This design comes from an exercise in tuning for small area and a short achievable clock period on the open sky130 flow, not from production work.

==> 04-21: inputs <==
## g_poker_core
module g_poker_core (
	clock,
	reset_c,
	bet_c,
	betup_c,
	betdw_c,
	start_c,
	hold_c0,
	hold_c1,
	hold_c2,
	hold_c3,
	hold_c4,
	draw_c,
	double_c,
	high_c,
	low_c,
	suit_c,
	hand_c,
	select,
	hold_o0,
	hold_o1,
	hold_o2,
	hold_o3,
	hold_o4,
	Pnum0,
	Pnum1,
	Pnum2,
	Pnum3,
	Pnum4,
	suit0,
	suit1,
	suit2,
	suit3,
	suit4,
	nnum0,
	nnum1,
	nnum2,
	nnum3,
	nnum4,
	nsuit0,
	nsuit1,
	nsuit2,
	nsuit3,
	nsuit4,
	hand_r,
	Dnum0,
	Dnum1,
	highlow,
	highlow_ro,
	wager_b,
	mih_b
);
Settings: LEC_CHECK=0, ABC_AREA=1, CAP_MARGIN=20, CORE_MARGIN=2, CORE_UTILIZATION=50, SLEW_MARGIN=20; clock period 14.0 ns.
run.sh (not shown) runs the stock make flow with config.mk's settings and CLKGATE_MAP_FILE= SYNTH_SCRIPT=/design/flow/synth_recipe.tcl, a recipe that flattens the netlist after the stock synthesis.
==> 12-19: changes against 04-21 <==
--- a/flow/design.v
+++ b/flow/design.v
@@ -176,101 +176,74 @@
 		updown <= updown_n;
 	end
 end
 assign select = sel_r;
 assign {hold_o4, hold_o3, hold_o2, hold_o1, hold_o0} = hold_r;
 assign highlow = hl_r;
-reg [15:0] wager_o;
-reg [15:0] mih_d;
+reg [15:0] wager_o, mih_o;
 reg [15:0] money_r;
 reg [15:0] wager1;
-wire        w_ge  = (wager_o >= money_r);
-wire        w_gt10 = (wager_o > 16'd10);
-wire        m_gt10 = (money_r > 16'd10);
-wire [15:0] w_p10 = wager_o + 16'd10;
-wire [15:0] w_m10 = wager_o - 16'd10;
-wire [15:0] m_m10 = money_r - 16'd10;
-wire [15:0] x0    = money_r - wager_o;
-wire [15:0] x_m10 = money_r - wager_o - 16'd10;
-wire [15:0] x_p10 = money_r - wager_o + 16'd10;
-reg  [15:0] wager_n, mih_d_n;
+wire        w_ge = (wager_o >= money_r);
+wire [15:0] w_c  = w_ge ? money_r : wager_o;
+reg  [15:0] wager_n;
 always @* begin
-	if (updown == 2'b01) begin
-		wager_n = w_ge ? money_r : w_p10;
-		mih_d_n = w_ge ? 16'd0 : x_m10;
-	end
-	else if (updown == 2'b10) begin
-		if (w_ge) begin
-			wager_n = m_gt10 ? m_m10 : money_r;
-			mih_d_n = m_gt10 ? 16'd10 : 16'd0;
-		end
-		else begin
-			wager_n = w_gt10 ? w_m10 : wager_o;
-			mih_d_n = w_gt10 ? x_p10 : x0;
-		end
-	end
-	else begin
-		wager_n = w_ge ? money_r : wager_o;
-		mih_d_n = w_ge ? 16'd0 : x0;
-	end
+	if (updown == 2'b01) wager_n = w_ge ? money_r : wager_o + 16'd10;
+	else if (updown == 2'b10) wager_n = (w_c > 16'd10) ? w_c - 16'd10 : w_c;
+	else wager_n = w_c;
 end
 always @(posedge clock or negedge reset_c) begin
 	if (~reset_c) begin
 		wager_o <= 16'd10;
-		mih_d <= 16'd990;
+		mih_o <= 16'd1000;
 	end
 	else if (bet_s) begin
 		wager_o <= wager_n;
-		mih_d <= mih_d_n;
+		mih_o <= money_r;
 	end
 end
 reg  [3:0] hand_q;
 reg  [1:0] hlr_v;        
-reg  [15:0] t1, t2, t3;
-reg         cin, pay, nopay;
-wire [15:0] w = wager_o;
+wire [15:0] diff = mih_o - wager_o;
+reg  [15:0] kw;
+reg         pay, nopay;
 always @* begin
-	t1 = 16'd0;
-	t2 = 16'd0;
-	t3 = 16'd0;
-	cin = 1'b0;
 	pay = 1'b1;
 	nopay = 1'b0;
 	case (hand_q)
-		4'b0010, 4'b0011: t1 = w;
-		4'b0100: t1 = {w[14:0], 1'b0};
-		4'b0101: t1 = {w[13:0], 2'b0};
-		4'b0110: begin t1 = {w[13:0], 2'b0}; t2 = w; end
-		4'b0111: begin t1 = {w[12:0], 3'b0}; t2 = {w[14:0], 1'b0}; end
-		4'b1000: begin t1 = {w[11:0], 4'b0}; t2 = ~w; cin = 1'b1; end
-		4'b1010: begin t1 = {w[9:0], 6'b0}; t2 = {w[10:0], 5'b0}; t3 = {w[13:0], 2'b0}; end
-		default: begin pay = 1'b0; nopay = (hand_q[3:1] == 3'b000); end
+		4'b0010, 4'b0011: kw = wager_o;
+		4'b0100: kw = {wager_o[14:0], 1'b0};
+		4'b0101: kw = {wager_o[13:0], 2'b0};
+		4'b0110: kw = wager_o * 16'd5;
+		4'b0111: kw = wager_o * 16'd10;
+		4'b1000: kw = wager_o * 16'd15;
+		4'b1010: kw = wager_o * 16'd100;
+		default: begin kw = 16'd0; pay = 1'b0; nopay = (hand_q[3:1] == 3'b000); end
 	endcase
-	if (game_s == 2'b11) begin
-		t1 = (hlr_v == 2'b01) ? {wager1[14:0], 1'b0} : (hlr_v == 2'b10) ? wager1 : 16'd0;
-		t2 = 16'd0;
-		t3 = 16'd0;
-		cin = 1'b0;
+end
+reg [15:0] money_n, wager1_n;
+always @* begin
+	money_n = money_r;
+	wager1_n = wager1;
+	if (game_s == 2'b01) begin
+		if (pay) begin wager1_n = kw; money_n = diff + kw; end
+		else if (nopay) money_n = diff;
+	end
+	else if (game_s == 2'b11) begin
+		if (hlr_v == 2'b01) begin wager1_n = {wager1[14:0], 1'b0}; money_n = diff + {wager1[14:0], 1'b0}; end
+		else if (hlr_v == 2'b10) money_n = diff + wager1;
+		else if (hlr_v == 2'b11) money_n = diff;
 	end
 end
-wire [15:0] ks = t1 ^ t2 ^ t3;
-wire [15:0] kc = (t1 & t2) | (t1 & t3) | (t2 & t3);
-wire [15:0] ms = mih_d ^ ks ^ {kc[14:0], cin};
-wire [15:0] mc = (mih_d & ks) | (mih_d & {kc[14:0], cin}) | (ks & {kc[14:0], cin});
-wire [15:0] kw = ks + {kc[14:0], cin};
-wire [15:0] msum = ms + {mc[14:0], 1'b0};
-wire m_en = ((game_s == 2'b01) & (pay | nopay)) | ((game_s == 2'b11) & (hlr_v != 2'b00));
-wire w1_en = ((game_s == 2'b01) & pay) | ((game_s == 2'b11) & (hlr_v == 2'b01));
 always @(posedge clock or negedge reset_c) begin
 	if (~reset_c) begin
 		money_r <= 16'd1000;
 		wager1 <= 16'd0;
 	end
 	else begin
-		if (m_en) money_r <= msum;
-		if (w1_en) wager1 <= kw;
+		money_r <= money_n;
+		wager1 <= wager1_n;
 	end
 end
 function [3:0] add3;
 	input [3:0] x;
 	case (x)
 		4'd5: add3 = 4'd8;
@@ -325,13 +298,13 @@
 reg [15:0] wb_r, hb_r, wb_n;
 wire [15:0] money_b = bcd(money_r);
 wire [16:0] w_up = {1'b0, wager_o} + 17'd10;
 wire [15:0] w_cb = w_ge ? hb_r : wb_r;
 always @* begin
 	if (updown == 2'b01) wb_n = w_ge ? hb_r : (w_up[16] ? {12'd0, w_up[3:0]} : inc10(wb_r));
-	else if (updown == 2'b10) wb_n = (w_ge ? m_gt10 : w_gt10) ? dec10(w_cb) : w_cb;
+	else if (updown == 2'b10) wb_n = (w_c > 16'd10) ? dec10(w_cb) : w_cb;
 	else wb_n = w_ge ? money_b : wb_r;
 end
 always @(posedge clock or negedge reset_c) begin
 	if (~reset_c) begin
 		wb_r <= 16'h0010;
 		hb_r <= 16'h1000;
@@ -444,47 +417,30 @@
 			ns <= ns_n;
 		end
 	end
 end
 assign {nnum4, nnum3, nnum2, nnum1, nnum0} = nn;
 assign {nsuit4, nsuit3, nsuit2, nsuit1, nsuit0} = ns;
-function lt4;
-	input [3:0] x;
-	input [3:0] y;
-	lt4 = (~x[3] & y[3]) |
-	      (~(x[3] ^ y[3]) & ((~x[2] & y[2]) |
-	       (~(x[2] ^ y[2]) & ((~x[1] & y[1]) |
-	        (~(x[1] ^ y[1]) & ~x[0] & y[0])))));
-endfunction
-wire [3:0] c0 = nn[3:0], c1 = nn[7:4], c2 = nn[11:8], c3 = nn[15:12], c4 = nn[19:16];
-wire b10 = ~lt4(c1, c0), b20 = ~lt4(c2, c0), b30 = ~lt4(c3, c0), b40 = ~lt4(c4, c0);
-wire b21 = ~lt4(c2, c1), b31 = ~lt4(c3, c1), b41 = ~lt4(c4, c1);
-wire b32 = ~lt4(c3, c2), b42 = ~lt4(c4, c2);
-wire b43 = ~lt4(c4, c3);
-wire [3:0] bf0 = {~b40, ~b30, ~b20, ~b10};
-wire [3:0] bf1 = {~b41, ~b31, ~b21, b10};
-wire [3:0] bf2 = {~b42, ~b32, b21, b20};
-wire [3:0] bf3 = {~b43, b32, b31, b30};
-wire [3:0] bf4 = {b43, b42, b41, b40};
-function [4:0] onehot_count;
-	input [3:0] x;
-	reg [2:0] n;
+function [19:0] sort5;
+	input [19:0] v;
+	reg [3:0] x0, x1, x2, x3, x4, t;
 	begin
-		n = x[0] + x[1] + x[2] + x[3];
-		onehot_count = 5'd1 << n;
+		{x4, x3, x2, x1, x0} = v;
+		if (x0 > x1) begin t = x0; x0 = x1; x1 = t; end
+		if (x3 > x4) begin t = x3; x3 = x4; x4 = t; end
+		if (x2 > x4) begin t = x2; x2 = x4; x4 = t; end
+		if (x2 > x3) begin t = x2; x2 = x3; x3 = t; end
+		if (x0 > x3) begin t = x0; x0 = x3; x3 = t; end
+		if (x0 > x2) begin t = x0; x0 = x2; x2 = t; end
+		if (x1 > x4) begin t = x1; x1 = x4; x4 = t; end
+		if (x1 > x3) begin t = x1; x1 = x3; x3 = t; end
+		if (x1 > x2) begin t = x1; x1 = x2; x2 = t; end
+		sort5 = {x4, x3, x2, x1, x0};
 	end
 endfunction
-wire [4:0] r0 = onehot_count(bf0), r1 = onehot_count(bf1), r2 = onehot_count(bf2),
-           r3 = onehot_count(bf3), r4 = onehot_count(bf4);
-reg [19:0] srt;
-integer k;
-always @* begin
-	for (k = 0; k < 5; k = k + 1)
-		srt[4*k +: 4] = ({4{r0[k]}} & c0) | ({4{r1[k]}} & c1) | ({4{r2[k]}} & c2) |
-		                ({4{r3[k]}} & c3) | ({4{r4[k]}} & c4);
-end
+wire [19:0] srt = sort5(nn);
 wire [3:0] a0 = srt[3:0], a1 = srt[7:4], a2 = srt[11:8], a3 = srt[15:12], a4 = srt[19:16];
 wire e01 = (a0 == a1);
 wire e12 = (a1 == a2);
 wire e23 = (a2 == a3);
 wire e34 = (a3 == a4);
 wire flush = (ns[2:0] == ns[5:3]) & (ns[2:0] == ns[8:6]) & (ns[2:0] == ns[11:9]) &
==> 09-02: changes against 04-21 <==
==> flow/config.mk (replaced) <==
export PLATFORM = sky130hd
export DESIGN_NAME = g_poker_core
export DESIGN_NICKNAME = g_poker_core
export VERILOG_FILES = /design/flow/design.v
export SDC_FILE = /design/flow/constraint.sdc
export NUM_CORES = 8
export LEC_CHECK = 0
export ABC_AREA = 0
export ABC_CLOCK_PERIOD_IN_PS = 4000
export CAP_MARGIN = 20
export CORE_MARGIN = 2
export CORE_UTILIZATION = 50
export SLEW_MARGIN = 20
==> summary of the runs <==
- 12-19 passed the timing, design-rule and antenna checks. 09-02 finished with timing, DRC and antenna clean. 04-21 went through all stages and came out clean.
- Clock-buffer cell count is the same in 09-02 and 12-19.
- Worst hold slack: 04-21 > 12-19 > 09-02.
- Wire length, highest first: 09-02, 12-19, 04-21.
- Area after synthesis, lowest first: 04-21, 12-19, 09-02.
- Between 12-19 and 09-02, the lower maximum frequency is in 12-19 (gap 32%, measured against 09-02).
- Against 12-19, the via count of 09-02 is smaller by 0.87%.
- Of 09-02 and 04-21, 04-21 has the higher setup slack (gap 1.5 ns).
- Cell area: 04-21 < 12-19 < 09-02.
- Synthesized cell count: 12-19 > 04-21 > 09-02.
==> figures <==
Max FO, Critical Path: 12-19 16; 09-02 29; 04-21 35
Post-synthesis area per instance: 12-19 6.92 sq um; 09-02 7.77 sq um; 04-21 6.89 sq um
Register-to-Register Setup Slack: 12-19 2.34 ns; 09-02 6.12 ns; 04-21 7.64 ns
Worst setup path end: 12-19 dchance1; 09-02 wb_r[15]; 04-21 money_r[15]
Routed vias: 12-19 26000; 09-02 25800; 04-21 24900
Initial antenna violation count: 12-19 7; 09-02 0; 04-21 1
Met1 Use GR: 12-19 40.6%; 09-02 40.6%; 04-21 40.6%
Post-synthesis instance total: 12-19 3691; 09-02 3338; 04-21 3473
Final design utilization: 12-19 57.4%; 09-02 56.3%; 04-21 56.9%
Adder and majority cell fraction of the synthesized area: 12-19 14.2%; 09-02 9.60%; 04-21 10.1%
Final sequential cell count: 12-19 269; 09-02 270; 04-21 270
Clock transition at the register clock pins on the worst setup and hold paths after CTS: 12-19 0.06 ns; 09-02 0.05 ns; 04-21 0.06 ns
Least-Margin Pin Slew: 12-19 1.07 ns; 09-02 1.12 ns; 04-21 0.984 ns
Die Y: 12-19 230 um; 09-02 232 um; 04-21 223 um
Status: 12-19 complete, no violations; 09-02 complete, no violations; 04-21 complete, no violations
Worst slew margin: 12-19 27.9%; 09-02 25.2%; 04-21 34.2%
Die area: 12-19 52900 sq um; 09-02 53700 sq um; 04-21 49600 sq um
Synthesized netlist net count: 12-19 3975; 09-02 3526; 04-21 3661
TAP cells: 12-19 672; 09-02 680; 04-21 615
Required @ worst endpoint: 12-19 14.46 ns; 09-02 14.46 ns; 04-21 14.48 ns
Fraction of area in non-clock buffers: 12-19 5.49%; 09-02 5.94%; 04-21 5.90%
No run of this note included a check of the RTL's function; only the layout flow was run.

-- afterwards: timing with drivers on the ports --
Ports are ideal in the flow. The routed layouts listed here were re-timed in OpenROAD. Step 1: set_driving_cell puts a clkbuf_16 on clock and a buf_2 on each other input, an assumption about the parent block. Step 2 moves the port delays by t, midway between the first and last clock arrival at a register: inputs arrive t later, outputs are due t later. That takes back most of the time a late clock gives input paths. Slacks: ideal ports / drivers / drivers and shift; pairs: ideal ports / drivers.
run | shift t [ns] | setup slack, ns | latest minus earliest clock arrival (ns) | slew at the worst register clock pin (ns) | cell pins on the clock port's net
04-21 | 0.613 | 7.640 / 7.640 / 7.640 | 0.024 / 0.023 | 0.06 / 0.06 | 1
12-19 | 0.609 | 2.343 / 2.343 / 2.343 | 0.034 / 0.033 | 0.06 / 0.06 | 1
09-02 | 0.629 | 6.118 / 6.118 / 6.118 | 0.031 / 0.031 | 0.06 / 0.06 | 1
After both steps every run listed still meets setup and hold.
